Source: an optimization exercise on an open RTL-to-GDS flow (aim: a short achievable clock period and few clock cycles). Production flows keep margins and buffers that such runs may drop. No functional check of the RTL was part of any run shown here. Power is estimated from default activity; no workload was simulated.

[flow/run.sh]
#!/bin/bash
# synth_recipe.tcl (not shown) runs the flow's synth.tcl, then flattens the netlist and writes it again
# the make line also repeats each setting of config.mk as NAME=value (left out here)
make -C /OpenROAD-flow-scripts/flow DESIGN_CONFIG=/design/flow/config.mk WORK_HOME=/design/flow/orfs CLKGATE_MAP_FILE= SYNTH_SCRIPT=/design/flow/synth_recipe.tcl finish
[flow/config.mk]
export PLATFORM = sky130hd
export DESIGN_NAME = toplevel
export DESIGN_NICKNAME = toplevel
export VERILOG_FILES = /design/flow/design.v
export SDC_FILE = /design/flow/constraint.sdc
export NUM_CORES = 4
export LEC_CHECK = 0
export ABC_CLOCK_PERIOD_IN_PS = 1500
export CAP_MARGIN = 20
export CORE_MARGIN = 2
export CORE_UTILIZATION = 40
export SETUP_SLACK_MARGIN = 3.5
export SLEW_MARGIN = 20
[flow/constraint.sdc]
create_clock -name core_clock -period 5.0 [get_ports {clk}]
set_input_delay 1.0000 -clock core_clock [delete_from_list [all_inputs] [get_ports {clk}]]
set_output_delay 1.0000 -clock core_clock [all_outputs]
set_load 0.01 [all_outputs]
[flow/design.v]
module toplevel(
    input  wire clk,
    input  wire rst,
    output wire [7:0] imem_addr,
    input  wire [7:0] imem_data,
    output wire [7:0] dmem_addr,
    output wire [7:0] dmem_wdata,
    output wire       dmem_we,
    input  wire [7:0] dmem_rdata
);
    reg [7:0] fpc;
    reg [7:0] r0, r1, r2, r3, r4, r5, r6, r7;
    reg [7:0] op_a, op_b;               
    reg [7:0] st_data, st_addr;         
    reg       e_add, e_sub, e_and, e_or, e_xor, e_load, e_store;
    reg [7:0] e_we;                     
    wire [7:0] sum  = op_a + op_b;
    wire [7:0] diff = op_a - op_b;
    wire [7:0] res  = ({8{e_add}}  & sum)
                    | ({8{e_sub}}  & diff)
                    | ({8{e_and}}  & (op_a & op_b))
                    | ({8{e_or}}   & (op_a | op_b))
                    | ({8{e_xor}}  & (op_a ^ op_b))
                    | ({8{e_load}} & dmem_rdata);
    assign dmem_addr  = st_addr;
    assign dmem_wdata = st_data;
    assign dmem_we    = e_store;
    wire [7:0] ins = imem_data;
    wire [2:0] f_op = ins[7:5];
    wire [2:0] f_rd = ins[4:2];
    wire [1:0] f_rs = ins[1:0];
    reg [7:0] rd_val, rs_val;
    reg       hit_a, hit_b;
    always @(*) begin
        case (f_rd)
            3'd0: rd_val = r0;
            3'd1: rd_val = r1;
            3'd2: rd_val = r2;
            3'd3: rd_val = r3;
            3'd4: rd_val = r4;
            3'd5: rd_val = r5;
            3'd6: rd_val = r6;
            default: rd_val = r7;
        endcase
        case (f_rs)
            2'd0: rs_val = r0;
            2'd1: rs_val = r1;
            2'd2: rs_val = r2;
            default: rs_val = r3;
        endcase
        hit_a = e_we[f_rd];
        hit_b = e_we[{1'b0, f_rs}];
    end
    wire [7:0] a_next = hit_a ? res : rd_val;
    wire [7:0] b_next = hit_b ? res : rs_val;
    wire f_jmp   = (f_op == 3'b111);
    wire f_store = (f_op == 3'b110);
    wire f_wr    = ~f_jmp & ~f_store;
    always @(posedge clk or posedge rst) begin
        if (rst) begin
            fpc <= 8'd0;
        end else if (f_jmp) begin
            if (!hit_b) fpc <= rs_val;
        end else begin
            fpc <= fpc + 8'd1;
        end
    end
    assign imem_addr = fpc;
    always @(posedge clk) begin
        op_a    <= a_next;
        op_b    <= b_next;
        st_data <= a_next;
        st_addr <= b_next;
    end
    always @(posedge clk or posedge rst) begin
        if (rst) begin
            e_add <= 1'b0; e_sub <= 1'b0; e_and <= 1'b0; e_or <= 1'b0;
            e_xor <= 1'b0; e_load <= 1'b0; e_store <= 1'b0;
            e_we <= 8'd0;
        end else begin
            e_add   <= (f_op == 3'b000);
            e_sub   <= (f_op == 3'b001);
            e_and   <= (f_op == 3'b010);
            e_or    <= (f_op == 3'b011);
            e_xor   <= (f_op == 3'b100);
            e_load  <= (f_op == 3'b101);
            e_store <= f_store;
            e_we    <= f_wr ? (8'd1 << f_rd) : 8'd0;
        end
    end
    always @(posedge clk or posedge rst) begin
        if (rst) begin
            r0 <= 8'd0; r1 <= 8'd0; r2 <= 8'd0; r3 <= 8'd0;
            r4 <= 8'd0; r5 <= 8'd0; r6 <= 8'd0; r7 <= 8'd0;
        end else begin
            if (e_we[0]) r0 <= res;
            if (e_we[1]) r1 <= res;
            if (e_we[2]) r2 <= res;
            if (e_we[3]) r3 <= res;
            if (e_we[4]) r4 <= res;
            if (e_we[5]) r5 <= res;
            if (e_we[6]) r6 <= res;
            if (e_we[7]) r7 <= res;
        end
    end
endmodule
==> results of run 1 <==
power by group through the flow:
stage / registers [uW] / clock network (uW) / logic [uW]
finish: 1440 / 709 / 3140
detailed placement: 1440 / 0 / 1740
floorplan: 1370 / 0 / 1250
CTS: 1420 / 714 / 2720
global placement: 1440 / 0 / 1700
global route: 1470 / 755 / 3320
per-layer routing:
layer  GRT usage [%]  wire [um]  up-vias
met5               0          0        -
met4            10.5        747        0
met3            4.34       1400       59
met2            47.0      10400      289
met1            34.3       8130     2728
li1                -          -     2408
cell usage in the layout, fill, tap and decap left out, types with 14 or more instances in the layout:
cell,synthesis,layout
dfrtp_1,87,78
nor2_1,77,72
buf_6,1,57
buf_4,2,53
a21oi_1,76,36
a21oi_2,2,31
inv_1,34,23
o21ai_2,0,17
buf_12,0,17
nand2_1,26,16
ha_1,24,14
Yosys cell counts, types with 9 or more instances:
cell type / instances / area [um2]
nor2_1: 77 / 289
dfxtp_1: 16 / 320
inv_1: 34 / 128
clkbuf_1: 26 / 97.6
nand3_1: 13 / 65.1
a22oi_1: 10 / 75.1
mux4_2: 13 / 293
dfrtp_1: 87 / 2180
nor2b_1: 10 / 62.6
mux2i_1: 11 / 110
o221ai_1: 9 / 78.8
buf_2: 10 / 50.1
nand2_1: 26 / 97.6
o21ai_0: 28 / 140
a21oi_1: 76 / 380
ha_1: 24 / 300
o22ai_1: 16 / 100
flip-flops by register name, indices dropped and copies added, names as in the netlist:
signal	cells
r5	8
r7	8
r2	8
st_data	8
e_add	1
e_xor	1
r6	8
r1	8
st_addr	8
e_and	1
e_we	8
e_sub	1
r0	8
fpc	8
r4	8
e_or	1
e_load	1
e_store	1
r3	8
through the flow:
step	util, %	power, uW	cells	area, um2
finish	63.7	5290	908	8840
global route	63.7	5550	908	8840
CTS	60.4	4860	889	8380
detailed placement	46.2	3190	779	6420
global placement	46.2	3140	779	6420
floorplan	-	2620	592	6040
what timing repair did:
item,4_1_cts,5_1_grt
pin swaps,50,41
setup buffers,82,18
setup endpoints to repair,191,141
resized for setup,354,70
gates cloned,12,1
cells by family after synthesis:
| family | Yosys count |
|---|---|
| adder cells (fa/ha/maj) | 26 |
| AND/OR/NAND/NOR | 163 |
| flip-flops | 103 |
| multiplexers | 33 |
| buffers and inverters | 76 |
| AO/OA/AOI/OAI | 191 |
final cells by class:
class	count	share of cell area, %
clock inverter	3	0.481
timing repair buffer	159	20.8
multi-input combinational	414	42.7
timing repair inverter	1	0.0849
inverter	35	1.70
clock buffer	13	2.83
sequential	103	28.9
tap	180	2.55
worst max path at each step:
stage / from / end / depth (start not counted)
after floorplan: st_data[0] / r0[4] / 8
after global placement: imem_data[2] / st_data[2] / 5
after detailed placement: imem_data[2] / st_data[2] / 5
after CTS: st_data[0] / r4[4] / 9
after global routing: st_data[0] / r4[4] / 9
final: st_data[0] / r3[4] / 9
worst max-delay path, stage by stage (launching register included):
cell      delay [ns]
dfxtp_4         0.40
inv_4           0.05
ha_4            0.16
fa_2            0.42
o21bai_4        0.15
a21oi_2         0.08
a221o_1         0.35
a221oi_4        0.27
buf_12          0.18
a21oi_1         0.07
==> run summary, run 1 <==
Crit-path max FO = 10
Synth Area per Inst = 9.63 um2
CP Data Arrival Time = 2.47 ns
DRT iter0 DRCs = 441
Clock H-tree levels = 3
Final ANT Viol Nets = 0
Main combinational cell family by area after synthesis = compound AO/OA/AOI/OAI gates
Flops & latches, synth = 103
Combinational power share = 59.3%
Chip Width = 123 um
Placer Congestion = 0.878
Netlist cell types = 67
Final WS setup = 2.74 ns
Period utilisation layout = 45.2%
Max-slew violations = 0
Reg2Reg Depth = 9
CP Launch Type = flop
Mapped Cells = 592
GRT Total Usage = 27.3%
Critical Path End Type = flop
Synth Area in Adders = 5.97%
Netlist Area Pre-Place = 5700 um2
CTS max path bufs = 2
Worst-path clk slew = 0.06 ns
Drt wl/cell = 22.8 um
Syn Nets = 636
RSZ-0062 raised after global routing = true
Gr ovfl total = 0
Worst slack, placed = 1.72 ns
Layout area overhead = 55.0%
Lkg Pwr = 0.00364 uW
Vias = 5484
Seq/Total Area, Yosys = 43.8%
Ports = 43
Max Freq = 442 MHz
Compound-Gate Fraction of Synth Area = 22.3%
R2r setup slk = 2.74 ns
Ys flop type = dfrtp_1
Internal power = 3140 uW
Ant. Diodes = 0
Fill cells = 1053
R2R Path End = r3[4]
Final HPWL DP = 11500 um
Row cnt = 43
Slew @ Worst Pin = 0.687 ns
R2R Path Start = st_data[0]
Initial core utilization = 41.1%
Core area = 13900 um2
Hold path start = r6[1]
Ys async rst share = 84.5%
Fin Hold WS = 0.518 ns
Clk latency of the worst-skew pair = 0.35 ns
Clk pwr share = 13.4%
Crit path time final = 2.26 ns
DR vias/cell = 6.04
CTS tree = yes
DRC = 0
Nets = 767
Post-Synth Simple-Gate Area = 13.4%
Die Ht = 123 um
Area of the die = 15200 um2
Yosys warns = 1
Status = finished clean
Maxcap violations = 0
Hold/Removal Path Class = reg2reg
Worst vdd ir = 0.244 mV
Number of synthesized flops with an enable pin = 0
Total length of routed wires = 20700 um
Clock root cell = clkbuf_16
Initial antenna violation count = 0
Setup-violating endpoint count in the final report = 0
Clock tree sinks = 103
Final TNS setup = 0 ns
Power per Cell Area = 598 nW/um2
Seq pwr share = 27.3%
Min-Delay Endpoint = r6[1]
Clock Skew = 0.0116 ns
Setup CP Type = reg2reg
DRT Pass-1 Iters = 5
Multiplexer share of the synthesized area = 9.04%
Worst rel slew slack = 54.2%
Post-Synth XOR/XNOR Area = 0%
NetSw = 2150 uW
Final Hold Vio Count = 0
Multi-input gate area = 3770 um2
I/O Buffers = 42
Ratio of cells with drive above 1 in the final layout = 50.1%
Hold Buf Count CTS = 0
WHS Path Cells = 2
FF+latch area = 2550 um2
Vias in the first global route = 5489
CTS buffer count = 9
Sw frac = 40.7%
Global-route wire length before repair = 31000 um
Critical Path RT = 5.21 ns
Pin count of the biggest net entering global routing = 37
==> run 2: changes to the inputs <==
--- a/flow/design.v
+++ b/flow/design.v
@@ -58,2 +58,3 @@
     wire f_wr    = ~f_jmp & ~f_store;
+    wire f_mem   = (f_op == 3'b101) | f_store;
     always @(posedge clk or posedge rst) begin
@@ -71,4 +72,4 @@
         op_b    <= b_next;
-        st_data <= a_next;
-        st_addr <= b_next;
+        st_data <= f_store ? a_next : 8'd0;
+        st_addr <= f_mem ? b_next : 8'd0;
     end
==> flow/flow/run.sh (new file) <==
#!/bin/bash
# Standard ORFS layout with two changes: the port buffers are inserted as buf_4
# cells instead of the resizer's default choice (a slow delay buffer), and
# synthesis leaves adders to ABC instead of mapping them to full-adder cells.
set -euo pipefail
bash standard.sh "ADDER_MAP_FILE=" "BUFFER_PORTS_ARGS=-buffer_cell sky130_fd_sc_hd__buf_4" finish > standard.log 2>&1
==> flow/standard.sh (new file) <==
#!/bin/bash
# synth_recipe.tcl (not shown) runs the flow's synth.tcl, then flattens the netlist and writes it again
# the make line also repeats each setting of config.mk as NAME=value (left out here)
make -C /OpenROAD-flow-scripts/flow DESIGN_CONFIG=/design/flow/config.mk WORK_HOME=/design/flow/orfs CLKGATE_MAP_FILE= SYNTH_SCRIPT=/design/flow/synth_recipe.tcl "${@:-finish}"
--- a/flow/config.mk
+++ b/flow/config.mk
@@ -7,3 +7,2 @@
 export LEC_CHECK = 0
-export ABC_CLOCK_PERIOD_IN_PS = 1500
 export CAP_MARGIN = 20
removed: flow/run.sh
==> run 2 against run 1 <==
Against the previous run:
- still clean
- synthesized cell count is 11% higher
- cell area is 5.9% higher
- critical endpoint is now op_b[4]
- clock skew is 0.0039 ns lower
- worst hold slack worse by 0.0088 ns
==> run summary, run 2 <==
Status = finished clean
Lkg Pwr = 0.00376 uW
Initial core utilization = 41.2%
Yosys top cell by area = dfrtp_1
Area of the die = 16700 um2
Internal power = 3670 uW
Yosys warns = 1
Core area = 15300 um2
Hold/Removal Path Class = reg2reg
Max stage delay on crit path = 0.39 ns
DR vias/cell = 5.90
CTS max path bufs = 2
Global-route wire length before repair = 31900 um
Max Freq = 466 MHz
Grt met3 use = 5.78%
Vias = 5769
Critical-path cell list = buf_12 -> a21oi_4 -> buf_4 -> o2111ai_2 -> a31oi_1 -> nor3b_4 -> a311oi_4 -> buf_6 -> o21ai_1
CTS buffer count = 17
Post-route cell area = 9360 um2
Slew @ Worst Pin = 0.774 ns
Routing usage on met2 = 43.6%
DP Cell Count = 861
Die Ht = 129 um
Number of synthesized flops with an enable pin = 0
Max-slew violations = 0
Multi-input gate area = 4010 um2
Most common cell after layout, fill and taps aside = nor2_1
Sw frac = 37.5%
GRT Total Usage = 25.4%
Syn Nets = 677
Netlist Area Pre-Place = 6290 um2
R2R Path End = op_b[4]
NetSw = 2200 uW
Hold path start = r5[4]
Design Power = 5870 uW
GR Util met1 = 31.2%
Top-count cell post-synth = nor2_1
Crit-path max FO = 6
Final Hold Vio Count = 0
Clock Skew = 0.00766 ns
Power per Cell Area = 627 nW/um2
DRC = 0
Setup-violating endpoint count in the final report = 0
CP Data Arrival Time = 2.45 ns
Most instantiated cells after synthesis = nor2_1 (104), dfrtp_1 (87), a21oi_1 (58), nand2_1 (33), dfxtp_1 (32)
Reg2Reg Depth = 9
I/O Buffers = 42
Final Util = 61.3%
Slowest cell on the critical path = dfxtp_4
Ports = 43
Synth Area per Inst = 9.54 um2
Most frequent cells in the layout = nor2_1 (96), dfrtp_1 (72), buf_4 (65)
Worst vdd ir = 0.256 mV
Crit path depth = 9
Clk latency of the worst-skew pair = 0.42 ns
Synth area leaders = dfrtp_1 (35%), dfxtp_1 (10%), nor2_1 (6.2%)
CP Launch Type = flop
Seq pwr share = 28.7%
Crit path from = op_a[1]
Chip Width = 129 um
Clock H-tree levels = 4
Drt wl/cell = 21.6 um
DRT Pass-1 Iters = 5
Maxcap violations = 0
Placer Congestion = 0.883
Nets = 771
Initial antenna violation count = 0
Final HPWL DP = 12200 um
Crit path time final = 2.14 ns
R2r setup slk = 2.86 ns
Netlist cell types = 76
R2R Path Start = op_a[1]
Ys async rst share = 73.1%
Synth top area share = 34.6%
Total length of routed wires = 21100 um
Layout area overhead = 48.8%
Global routing's busiest layer = met2
RSZ-0062 raised after global routing = true
Combinational power share = 47.1%
Final TNS setup = 0 ns
Cell family with most CP delay = compound AO/OA/AOI/OAI gates
Period utilisation layout = 42.9%
Fill cells = 1188
Setup CP Type = reg2reg
Clock tree sinks = 119
Critical Path RT = 5.30 ns
Seq/Total Area, Yosys = 44.8%
Final ANT Viol Nets = 0
Flops & latches, synth = 119
Critical path destination = op_b[4]
Ant. Diodes = 0
Placed instance area = 6960 um2
Mapped Cells = 659
FF+latch area = 2900 um2
Hold Buf Count CTS = 0
Pin count of the biggest net entering global routing = 56
Non-Filler Instances = 977
Critical Path End Type = flop
Gr ovfl total = 0
Ys flop type = dfrtp_1
Ratio of cells with drive above 1 in the final layout = 51.4%
CTS tree = yes
Worst rel slew slack = 48.1%
Clock root cell = clkbuf_16
DRT iter0 DRCs = 445
Vias in the first global route = 5711
Worst-path clk slew = 0.06 ns
Buf/Inv on CP = 3
Clk pwr share = 24.2%
Row cnt = 45
-- run 2: changes by cell type in the layout (fill, tap and decap cells not counted), moves of 10 or more --
cell,delta
buf_4,+12
buf_6,-17
inv_1,-12
buf_2,-12
ha_4,-10
a31oi_1,+22
dfxtp_2,+14
nor2_1,+24
ha_1,-14
-- run 2: kinds of logic after synthesis --
kind of cell    count (synthesis)  synth area share (%)
simple gates                  219                  16.9
flops                         119                  44.8
mux                            32                  8.14
fa+ha+maj                       3                 0.478
xor+xnor                       14                  2.07
compound gates                203                  22.6
buf+inv                        69                  4.98
-- run 2: final cells by class --
cell class	count	share of cell area, %
flip-flops and latches	119	31.0
multi-input cells	473	42.9
repair buffers	126	15.2
clock buffers	24	5.36
well taps	211	2.82
clock inverters	8	2.02
repair inverters	1	0.0535
inverters	15	0.722
-- run 2: power by group through the flow --
stage | combinational [uW] | clock (uW) | sequential [uW]
CTS | 2370 | 1430 | 1660
floorplan | 1540 | 0 | 1500
detailed placement | 1780 | 0 | 1670
global route | 2930 | 1480 | 1720
global placement | 1760 | 0 | 1650
finish | 2760 | 1420 | 1690
-- run 2: what timing repair did --
action	4_1_cts	5_1_grt
gates resized for setup	148	70
endpoints found under the setup margin	184	184
setup buffers	58	17
gates cloned	8	1
pin swaps	28	36
-- run 2: how the worst min path moves through the flow --
stage | end | slack, ns | cells past startpoint
floorplan | r4[4] | 0.48 | 2
finish | r5[4] | 0.51 | 2
CTS | r5[4] | 0.51 | 2
global route | r5[5] | 0.55 | 2
detailed placement | r5[4] | 0.50 | 2
global placement | r4[4] | 0.49 | 2
-- run 2: per-layer routing --
layer  share of wire [%]  vias up  routed length [um]
met5                   0        -                   0
met4                 3.0        0                 631
met3                 5.4       50                1140
met2                  51      220               10800
met1                  40     2918                8540
li1                    -     2581                   -
-- run 2: per-stage QoR --
stage,hold slack (ns),setup WS [ns]
after floorplan,0.475,2.65
after global placement,0.489,2.14
after detailed placement,0.500,2.13
after CTS,0.513,2.89
after global routing,0.547,2.81
final,0.509,2.86
-- run 2: worst reg2reg max path: stages (launching register included) --
cell,delay (ns)
dfxtp_4,0.39
buf_12,0.14
a21oi_4,0.16
buf_4,0.15
o2111ai_2,0.14
a31oi_1,0.32
nor3b_4,0.10
a311oi_4,0.34
buf_6,0.23
o21ai_1,0.08
==> run 3: changes to the inputs <==
--- a/flow/design.v
+++ b/flow/design.v
@@ -16,10 +16,9 @@
     reg [7:0] e_we;                     
-    wire [7:0] sum  = op_a + op_b;
-    wire [7:0] diff = op_a - op_b;
-    wire [7:0] res  = ({8{e_add}}  & sum)
-                    | ({8{e_sub}}  & diff)
-                    | ({8{e_and}}  & (op_a & op_b))
-                    | ({8{e_or}}   & (op_a | op_b))
-                    | ({8{e_xor}}  & (op_a ^ op_b))
-                    | ({8{e_load}} & dmem_rdata);
+    wire [7:0] sum   = op_a + op_b;
+    wire [7:0] diff  = op_a - op_b;
+    wire [7:0] other = ({8{e_and}}  & (op_a & op_b))
+                     | ({8{e_or}}   & (op_a | op_b))
+                     | ({8{e_xor}}  & (op_a ^ op_b))
+                     | ({8{e_load}} & dmem_rdata);
+    wire [7:0] res   = ({8{e_add}} & sum) | ({8{e_sub}} & diff) | other;
     assign dmem_addr  = st_addr;
@@ -53,8 +52,12 @@
     end
-    wire [7:0] a_next = hit_a ? res : rd_val;
-    wire [7:0] b_next = hit_b ? res : rs_val;
     wire f_jmp   = (f_op == 3'b111);
     wire f_store = (f_op == 3'b110);
+    wire f_mem   = (f_op == 3'b101) | f_store;
     wire f_wr    = ~f_jmp & ~f_store;
-    wire f_mem   = (f_op == 3'b101) | f_store;
+    wire [7:0] a_early = hit_a ? other : rd_val;
+    wire [7:0] b_early = hit_b ? other : rs_val;
+    wire       a_add = hit_a & e_add, a_sub = hit_a & e_sub;
+    wire       b_add = hit_b & e_add, b_sub = hit_b & e_sub;
+    wire [7:0] a_next = ({8{a_add}} & sum) | ({8{a_sub}} & diff) | ({8{~(a_add | a_sub)}} & a_early);
+    wire [7:0] b_next = ({8{b_add}} & sum) | ({8{b_sub}} & diff) | ({8{~(b_add | b_sub)}} & b_early);
     always @(posedge clk or posedge rst) begin
==> flow/flow/run.sh (replaced) <==
#!/bin/bash
# Standard ORFS layout, with the port buffers inserted as buf_4 cells instead of
# the resizer's default choice (a slow delay buffer).
set -euo pipefail
bash standard.sh "BUFFER_PORTS_ARGS=-buffer_cell sky130_fd_sc_hd__buf_4" finish > standard.log 2>&1
==> run 3 against run 2 <==
Against the previous run:
- still clean on timing, DRC and antenna
- via count is 0.62% lower
- utilization fell by 0.99 points
- final cell count is 0.41% lower
- register-to-register slack got worse by 0.13 ns
- first-iteration DRC count rose by 15%
- worst hold slack better by 0.0017 ns
- fmax is 5.9% lower
- area after synthesis fell by 0.54%
- sequential power is about 10% lower
- die area shrank 0.52%
- critical path depth is the same
- highest routed layer unchanged
==> run summary, run 3 <==
CTS max path bufs = 2
Ys flop type = dfrtp_1
Total length of routed wires = 21300 um
Worst vdd ir = 0.247 mV
Synth area leaders = dfrtp_1 (35%), dfxtp_1 (10%), a21oi_1 (7.3%)
Clock H-tree levels = 4
Hold/Removal Path Class = reg2reg
Pin count of the biggest net entering global routing = 46
Clock Skew = 0.0124 ns
CTS tree = yes
Ys async rst share = 73.1%
Critical-path cell list = ha_4 -> fa_2 -> a211oi_4 -> nor4b_2 -> o31ai_1 -> nand3_2 -> buf_4 -> nor2_4 -> a211oi_2
Reg2Reg Depth = 9
CTS buffer count = 17
Number of synthesized flops with an enable pin = 0
Yosys top cell by area = dfrtp_1
Clock root cell = clkbuf_16
Slowest cell on the critical path = fa_2
Layout area overhead = 47.2%
Power per Cell Area = 583 nW/um2
Die Ht = 129 um
Initial core utilization = 41.0%
Synth top area share = 34.8%
Area of the die = 16600 um2
Ratio of cells with drive above 1 in the final layout = 49.1%
Most common cell after layout, fill and taps aside = nor2_1
Netlist Area Pre-Place = 6250 um2
Nets = 794
Critical Path End Type = flop
Status = finished clean
I/O Buffers = 42
Non-Filler Instances = 973
DRT Pass-1 Iters = 5
Crit path time final = 2.28 ns
Setup CP Type = reg2reg
Most frequent cells in the layout = nor2_1 (87), dfrtp_1 (75), a21oi_2 (55), buf_4 (55), buf_6 (40)
Clk latency of the worst-skew pair = 0.42 ns
Max-slew violations = 0
Global-route wire length before repair = 31700 um
Placer Congestion = 0.871
Maxcap violations = 0
Final Hold Vio Count = 0
CP Data Arrival Time = 2.56 ns
Chip Width = 129 um
Period utilisation layout = 45.6%
Vias in the first global route = 5585
Final HPWL DP = 12900 um
Initial antenna violation count = 0
Lkg Pwr = 0.00382 uW
Drt wl/cell = 21.9 um
Mapped Cells = 660
Yosys warns = 1
Core area = 15300 um2
Critical Path RT = 5.29 ns
DRC = 0
WHS Path Cells = 2
Netlist cell types = 71
DRT iter0 DRCs = 511
Most instantiated cells after synthesis = nor2_1 (109), a21oi_1 (91), dfrtp_1 (87), nand2_1 (37), dfxtp_1 (32)
RSZ-0062 raised after global routing = true
Row cnt = 45
Top-count cell post-synth = nor2_1
Ports = 43
Worst-path clk slew = 0.06 ns
Ant. Diodes = 0
Final TNS setup = 0 ns
Slew @ Worst Pin = 0.962 ns
Crit-path max FO = 4
CP Launch Type = flop
GRT Total Usage = 25.6%
Syn Nets = 705
Worst rel slew slack = 35.5%
Flops & latches, synth = 119
Max Freq = 439 MHz
Max stage delay on crit path = 0.37 ns
Vias = 5733
Seq/Total Area, Yosys = 45.1%
Clock tree sinks = 119
DR vias/cell = 5.89
Setup-violating endpoint count in the final report = 0
Gr ovfl total = 0
Synth Area per Inst = 9.47 um2
Design Power = 5360 uW
Final ANT Viol Nets = 0
DP Cell Count = 870
## run 3: cell types whose count changed after synthesis, sizes merged, moves of 7 or more
cell,delta
xnor2,-8
a31oi,-18
ha,+25
inv,+14
a21oi,+12
buf,-7
## run 3: what timing repair did
action,CTS,global route
hold buffers,0,0
pin swaps,37,49
cloned,6,0
buffers inserted,47,18
setup endpoints to repair,174,174
gates resized for setup,151,81
## run 3: per-stage QoR
step	hold WS (ns)	util, %	area, um2	worst slack [ns]
after CTS	0.516	57.1	8710	2.68
after global routing	0.526	60.3	9200	2.66
after floorplan	0.483	-	6780	2.66
final	0.511	60.3	9200	2.72
after global placement	0.475	45.6	6950	2.12
after detailed placement	0.500	45.6	6950	2.06
## run 3: cells by family after synthesis
logic type / count (synthesis) / synth area share (%)
flops: 119 / 45.1
fa+ha+maj: 27 / 5.64
mux: 27 / 6.86
buf+inv: 74 / 5.48
simple gates: 215 / 15.8
compound gates: 193 / 20.3
xor+xnor: 5 / 0.821
## run 3: cell type report
type                            count  area (um2)
Clock buffer                       23         478
Clock inverter                      9         148
Fill cell                        1216        6050
Inverter                           30         131
Multi-Input combinational cell    469        4080
Sequential cell                   119        2880
Tap cell                          211         264
Timing Repair Buffer              111        1230
Timing Repair inverter              1        5.00
## run 3: worst paths after layout
path | start | to | slack, ns
min in group asynchronous | rst | e_we[0] | 0.64
worst min register to register | r4[5] | r4[5] | 0.51
worst max register to register | op_b[0] | st_addr[6] | 2.72
worst max-delay path | op_b[0] | st_addr[6] | 2.72
max in group asynchronous | rst | e_we[7] | 3.65
worst min-delay path | r4[5] | r4[5] | 0.51
## run 3: layer usage
| metal | up-vias | global-route usage [%] | routed length [um] |
|---|---|---|---|
| li1 | 2534 | - | - |
| met1 | 2839 | 31.8 | 8250 |
| met2 | 281 | 41.7 | 10700 |
| met3 | 79 | 5.86 | 1430 |
| met4 | 0 | 13.4 | 947 |
| met5 | - | 0 | 0 |
## run 3: report_power, final
group	internal, uW	leakage [uW]	total (uW)	switching, uW
registers	1260	0.00125	1520	258
clock network	870	0.000307	1300	431
logic	1200	0.00225	2550	1350
total	3330	0.00382	5360	2040
## run 3: worst max-delay path, delay by kind of cell, from the launching register on
kind	cells	cell delay, ns
AOI/OAI and AO/OA	3	0.66
adders and majority gates	2	0.54
and+or+nand+nor	3	0.41
DFF	1	0.36
buffers and inverters	1	0.19
==> run 4: changes to the inputs <==
==> flow/design.v (replaced) <==
module toplevel(
    input  wire clk,
    input  wire rst,
    output wire [7:0] imem_addr,
    input  wire [7:0] imem_data,
    output wire [7:0] dmem_addr,
    output wire [7:0] dmem_wdata,
    output wire       dmem_we,
    input  wire [7:0] dmem_rdata
);
    reg [7:0] fpc;
    reg [7:0] r0, r1, r2, r3, r4, r5, r6, r7;
    reg [7:0] op_a, op_b;      
    reg       fwd_a, fwd_b;    
    reg [7:0] last_res;        
    reg       e_wr;            
    reg [2:0] e_rd;
    reg       e_load, e_store;
    reg [2:0] e_op;
    wire [7:0] a = fwd_a ? last_res : op_a;
    wire [7:0] b = fwd_b ? last_res : op_b;
    reg [7:0] alu;
    always @(*) begin
        case (e_op)
            3'b000:  alu = a + b;
            3'b001:  alu = a - b;
            3'b010:  alu = a & b;
            3'b011:  alu = a | b;
            default: alu = a ^ b;
        endcase
    end
    wire [7:0] res = e_load ? dmem_rdata : alu;
    assign dmem_addr  = b;
    assign dmem_wdata = a;
    assign dmem_we    = e_store;
    wire [7:0] ins = imem_data;
    wire [2:0] f_op = ins[7:5];
    wire [2:0] f_rd = ins[4:2];
    wire [1:0] f_rs = ins[1:0];
    reg [7:0] rd_val, rs_val;
    always @(*) begin
        case (f_rd)
            3'd0: rd_val = r0;
            3'd1: rd_val = r1;
            3'd2: rd_val = r2;
            3'd3: rd_val = r3;
            3'd4: rd_val = r4;
            3'd5: rd_val = r5;
            3'd6: rd_val = r6;
            default: rd_val = r7;
        endcase
        case (f_rs)
            2'd0: rs_val = r0;
            2'd1: rs_val = r1;
            2'd2: rs_val = r2;
            default: rs_val = r3;
        endcase
    end
    wire f_jmp   = (f_op == 3'b111);
    wire f_store = (f_op == 3'b110);
    wire f_load  = (f_op == 3'b101);
    wire f_wr    = ~f_jmp & ~f_store;
    wire hit_a   = e_wr & (e_rd == f_rd);
    wire hit_b   = e_wr & (e_rd == {1'b0, f_rs});
    wire stall   = f_jmp & hit_b;
    always @(posedge clk or posedge rst) begin
        if (rst) begin
            fpc <= 8'd0;
        end else if (f_jmp) begin
            if (!stall) fpc <= rs_val;
        end else begin
            fpc <= fpc + 8'd1;
        end
    end
    assign imem_addr = fpc;
    always @(posedge clk or posedge rst) begin
        if (rst) begin
            op_a <= 8'd0; op_b <= 8'd0;
            fwd_a <= 1'b0; fwd_b <= 1'b0;
            e_wr <= 1'b0; e_rd <= 3'd0;
            e_load <= 1'b0; e_store <= 1'b0; e_op <= 3'd0;
            last_res <= 8'd0;
        end else begin
            op_a <= rd_val; op_b <= rs_val;
            fwd_a <= hit_a; fwd_b <= hit_b;
            e_wr <= f_wr; e_rd <= f_rd;
            e_load <= f_load; e_store <= f_store; e_op <= f_op;
            last_res <= res;
        end
    end
    always @(posedge clk or posedge rst) begin
        if (rst) begin
            r0 <= 8'd0; r1 <= 8'd0; r2 <= 8'd0; r3 <= 8'd0;
            r4 <= 8'd0; r5 <= 8'd0; r6 <= 8'd0; r7 <= 8'd0;
        end else if (e_wr) begin
            case (e_rd)
                3'd0: r0 <= res;
                3'd1: r1 <= res;
                3'd2: r2 <= res;
                3'd3: r3 <= res;
                3'd4: r4 <= res;
                3'd5: r5 <= res;
                3'd6: r6 <= res;
                default: r7 <= res;
            endcase
        end
    end
endmodule
==> flow/run.sh (new file) <==
#!/bin/bash
# synth_recipe.tcl (not shown) runs the flow's synth.tcl, then flattens the netlist and writes it again
# the make line also repeats each setting of config.mk as NAME=value (left out here)
make -C /OpenROAD-flow-scripts/flow DESIGN_CONFIG=/design/flow/config.mk WORK_HOME=/design/flow/orfs CLKGATE_MAP_FILE= SYNTH_SCRIPT=/design/flow/synth_recipe.tcl finish
removed: flow/flow/run.sh
removed: flow/standard.sh
==> run 4 against run 3 <==
Against the previous run:
- still clean on timing, DRC and antenna
- via count decreased by 8.1%
- fmax decreased by 25%
- clock power decreased by 39%
- clock skew increased by 0.0011 ns
- routed wire length decreased by 7.4%
- sequential share of layout area decreased by 0.45 points
- worst hold slack got worse by 0.023 ns
- first-iteration DRC count decreased by 14%
- critical path type unchanged
- largest power group unchanged
==> run summary, run 4 <==
Seq pwr share = 28.6%
Status = finished clean
Post-Synth Simple-Gate Area = 14.2%
Ratio of cells with drive above 1 in the final layout = 43.9%
Ys flop type = dfrtp_1
Most frequent cells in the layout = dfrtp_1 (100), nand2_1 (79), buf_4 (65)
Crit-path max FO = 7
Lkg Pwr = 0.00380 uW
Clock root cell = clkbuf_16
Pin count of the biggest net entering global routing = 26
Internal power = 3200 uW
Yosys warns = 1
Number of synthesized flops with an enable pin = 0
DR vias/cell = 5.75
Final TNS setup = 0 ns
Global-route wire length before repair = 29800 um
Most instantiated cells after synthesis = dfrtp_1 (107), nand2_1 (83), o21ai_0 (65), nor2_1 (47), a21oi_1 (34)
Clock tree sinks = 107
Fin Hold WS = 0.488 ns
Ports = 43
CP Data Arrival Time = 3.31 ns
Multiplexer share of the synthesized area = 11.2%
Worst vdd ir = 0.302 mV
Netlist cell types = 60
Period utilisation layout = 60.8%
Critical Path RT = 5.28 ns
Layout area overhead = 48.9%
Setup-violating endpoint count in the final report = 0
R2r setup slk = 1.96 ns
CP Launch Type = flop
CTS tree = yes
CTS buffer count = 9
NetSw = 2220 uW
Core area = 14400 um2
Vias = 5269
Clk latency of the worst-skew pair = 0.36 ns
Row cnt = 44
Crit path time final = 3.04 ns
I/O Buffers = 42
Yosys top cell by area = dfrtp_1
GRT Total Usage = 24.7%
Ant. Diodes = 0
Syn Nets = 638
Main combinational cell family by area after synthesis = compound AO/OA/AOI/OAI gates
Initial antenna violation count = 0
Most common cell after layout, fill and taps aside = dfrtp_1
Synth Area per Inst = 9.87 um2
Combinational power share = 56.7%
RSZ-0062 raised after global routing = true
Flops & latches, synth = 107
Fill cells = 1113
Clock Skew = 0.0135 ns
Netlist Area Pre-Place = 5860 um2
Compound-Gate Fraction of Synth Area = 16.2%
Ys async rst share = 100%
Hold Buf Count CTS = 0
Power per Cell Area = 622 nW/um2
Initial core utilization = 40.7%
Max Freq = 329 MHz
Total length of routed wires = 19700 um
DRT iter0 DRCs = 439
Placer Congestion = 0.926
CTS max path bufs = 2
Worst rel slew slack = 23.7%
Final Hold Vio Count = 0
Mapped Cells = 594
Sw frac = 41.0%
Vias in the first global route = 5324
Synth Area in Adders = 5.68%
Drt wl/cell = 21.5 um
Top-count cell post-synth = dfrtp_1
Die Ht = 125 um
Worst-path clk slew = 0.07 ns
Post-Synth XOR/XNOR Area = 2.24%
Hold/Removal Path Class = reg2reg
Final ANT Viol Nets = 0
Maxcap violations = 0
Max-slew violations = 0
Clock H-tree levels = 3
Critical Path End Type = flop
Seq/Total Area, Yosys = 45.7%
Setup CP Type = reg2reg
Slew @ Worst Pin = 1.14 ns
Synth top area share = 45.7%
DRT Pass-1 Iters = 5
Final HPWL DP = 11200 um
Nets = 771
Clk pwr share = 14.6%
Chip Width = 125 um
Gr ovfl total = 0
Synth area leaders = dfrtp_1 (46%), mux4_2 (6.1%), o21ai_0 (5.5%)
DRC = 0
Area of the die = 15600 um2
[run 4: changes by cell type after synthesis, moves of 8 or more]
cell and change:
nor2_1 -62, nand2_1 +46, a21oi_1 -57, o21ai_0 +44, xnor2_1 +8, and2_1 -8
buf_2 -10, mux2i_1 +9, dfxtp_1 -32, dfrtp_1 +20
[run 4: logic make-up after synthesis]
| group | count (synthesis) |
|---|---|
| AO/OA/AOI/OAI | 158 |
| XOR/XNOR | 15 |
| adder cells (fa/ha/maj) | 26 |
| buffers and inverters | 60 |
| flip-flops | 107 |
| multiplexers | 44 |
| AND/OR/NAND/NOR | 184 |
[run 4: area by class of cell]
class	instances	area [um2]	area share, %
well taps	184	230	2.64
repair inverters	2	12.5	0.143
multi-input cells	431	3810	43.6
clock buffers	11	243	2.78
flip-flops and latches	107	2690	30.8
inverters	31	125	1.43
repair buffers	145	1530	17.6
clock inverters	5	93.8	1.07
[run 4: path summary, 6_finish.rpt]
kind,startpoint,depth (start not counted),end
setup / recovery,fwd_b,13,r4[7]
hold / removal,r7[4],2,r7[4]
setup reg to reg,fwd_b,13,r4[7]
hold reg to reg,r7[4],2,r7[4]
max in group asynchronous,rst,2,last_res[2]
min in group asynchronous,rst,2,r2[4]
[run 4: critical path, cell delays in order, from the launching register on]
cell and delay [ns]:
dfrtp_4 0.56, mux2i_4 0.23, buf_4 0.16, buf_6 0.11
buf_6 0.12, o21ai_4 0.13, inv_1 0.06, ha_1 0.27
nor2b_1 0.18, o21ai_2 0.11, a31o_2 0.27, a21o_1 0.21
mux2_4 0.35, a31oi_2 0.19
[run 4: power by group through the flow]
| stage | combinational, uW | clock (uW) | sequential (uW) |
|---|---|---|---|
| floorplan | 1390 | 0 | 1430 |
| global route | 3280 | 844 | 1590 |
| CTS | 2650 | 804 | 1530 |
| global placement | 1880 | 0 | 1490 |
| detailed placement | 1920 | 0 | 1510 |
| finish | 3080 | 795 | 1550 |
[run 4: timing repair]
action / 4_1_cts / 5_1_grt
setup endpoints to repair: 234 / 115
hold endpoints to repair: 0 / 0
resized for setup: 271 / 85
pin swaps: 36 / 31
buffers inserted: 65 / 25
cloned: 12 / 1
[run 4: stage by stage]
stage	worst slack, ns	cell area, um2	cells	power, uW	util (%)
after floorplan	2.25	6190	594	2820	-
after global placement	1.68	6600	797	3370	45.7
after detailed placement	1.63	6600	797	3430	45.7
after CTS	2.04	8230	890	4980	57.1
after global routing	1.89	8730	916	5720	60.5
final	1.96	8730	916	5430	60.5
[run 4: routing by layer]
| layer | share of wire, % | GRT usage, % |
|---|---|---|
| met1 | 42 | 31.7 |
| met2 | 50 | 41.8 |
| met3 | 5.5 | 5.73 |
| met4 | 3.0 | 7.45 |
| met5 | 0 | 0 |

[separate check: timing with driven ports]
No port has a modelled driver above. Below, the same layouts with a new extraction and two added sets of constraints.
Step 1 assumes that a clkbuf_16 drives the clock port and a buf_2 every other input.
Step 2, shift: input delay + t, output delay - t, t = (earliest + latest rising clock arrival at the registers) / 2. This alone moves slack from input paths to output paths.
a / b / c = ideal / step 1 / step 2; a / b = the first two.
| run | t (ns) | setup slack, ns | pins driven straight from the clock port |
|---|---|---|---|
| run 1 | 0.388 | 2.740 / 2.740 / 2.528 | 1 |
| run 2 | 0.453 | 2.855 / 2.761 / 2.308 | 1 |
| run 3 | 0.457 | 2.721 / 2.721 / 2.346 | 1 |
| run 4 | 0.391 | 1.962 / 1.962 / 1.962 | 1 |
After both steps setup and hold are still met in every run listed. For run 2, which loses most, drivers alone change the setup slack by -0.094 ns; drivers and shift together by -0.547 ns.
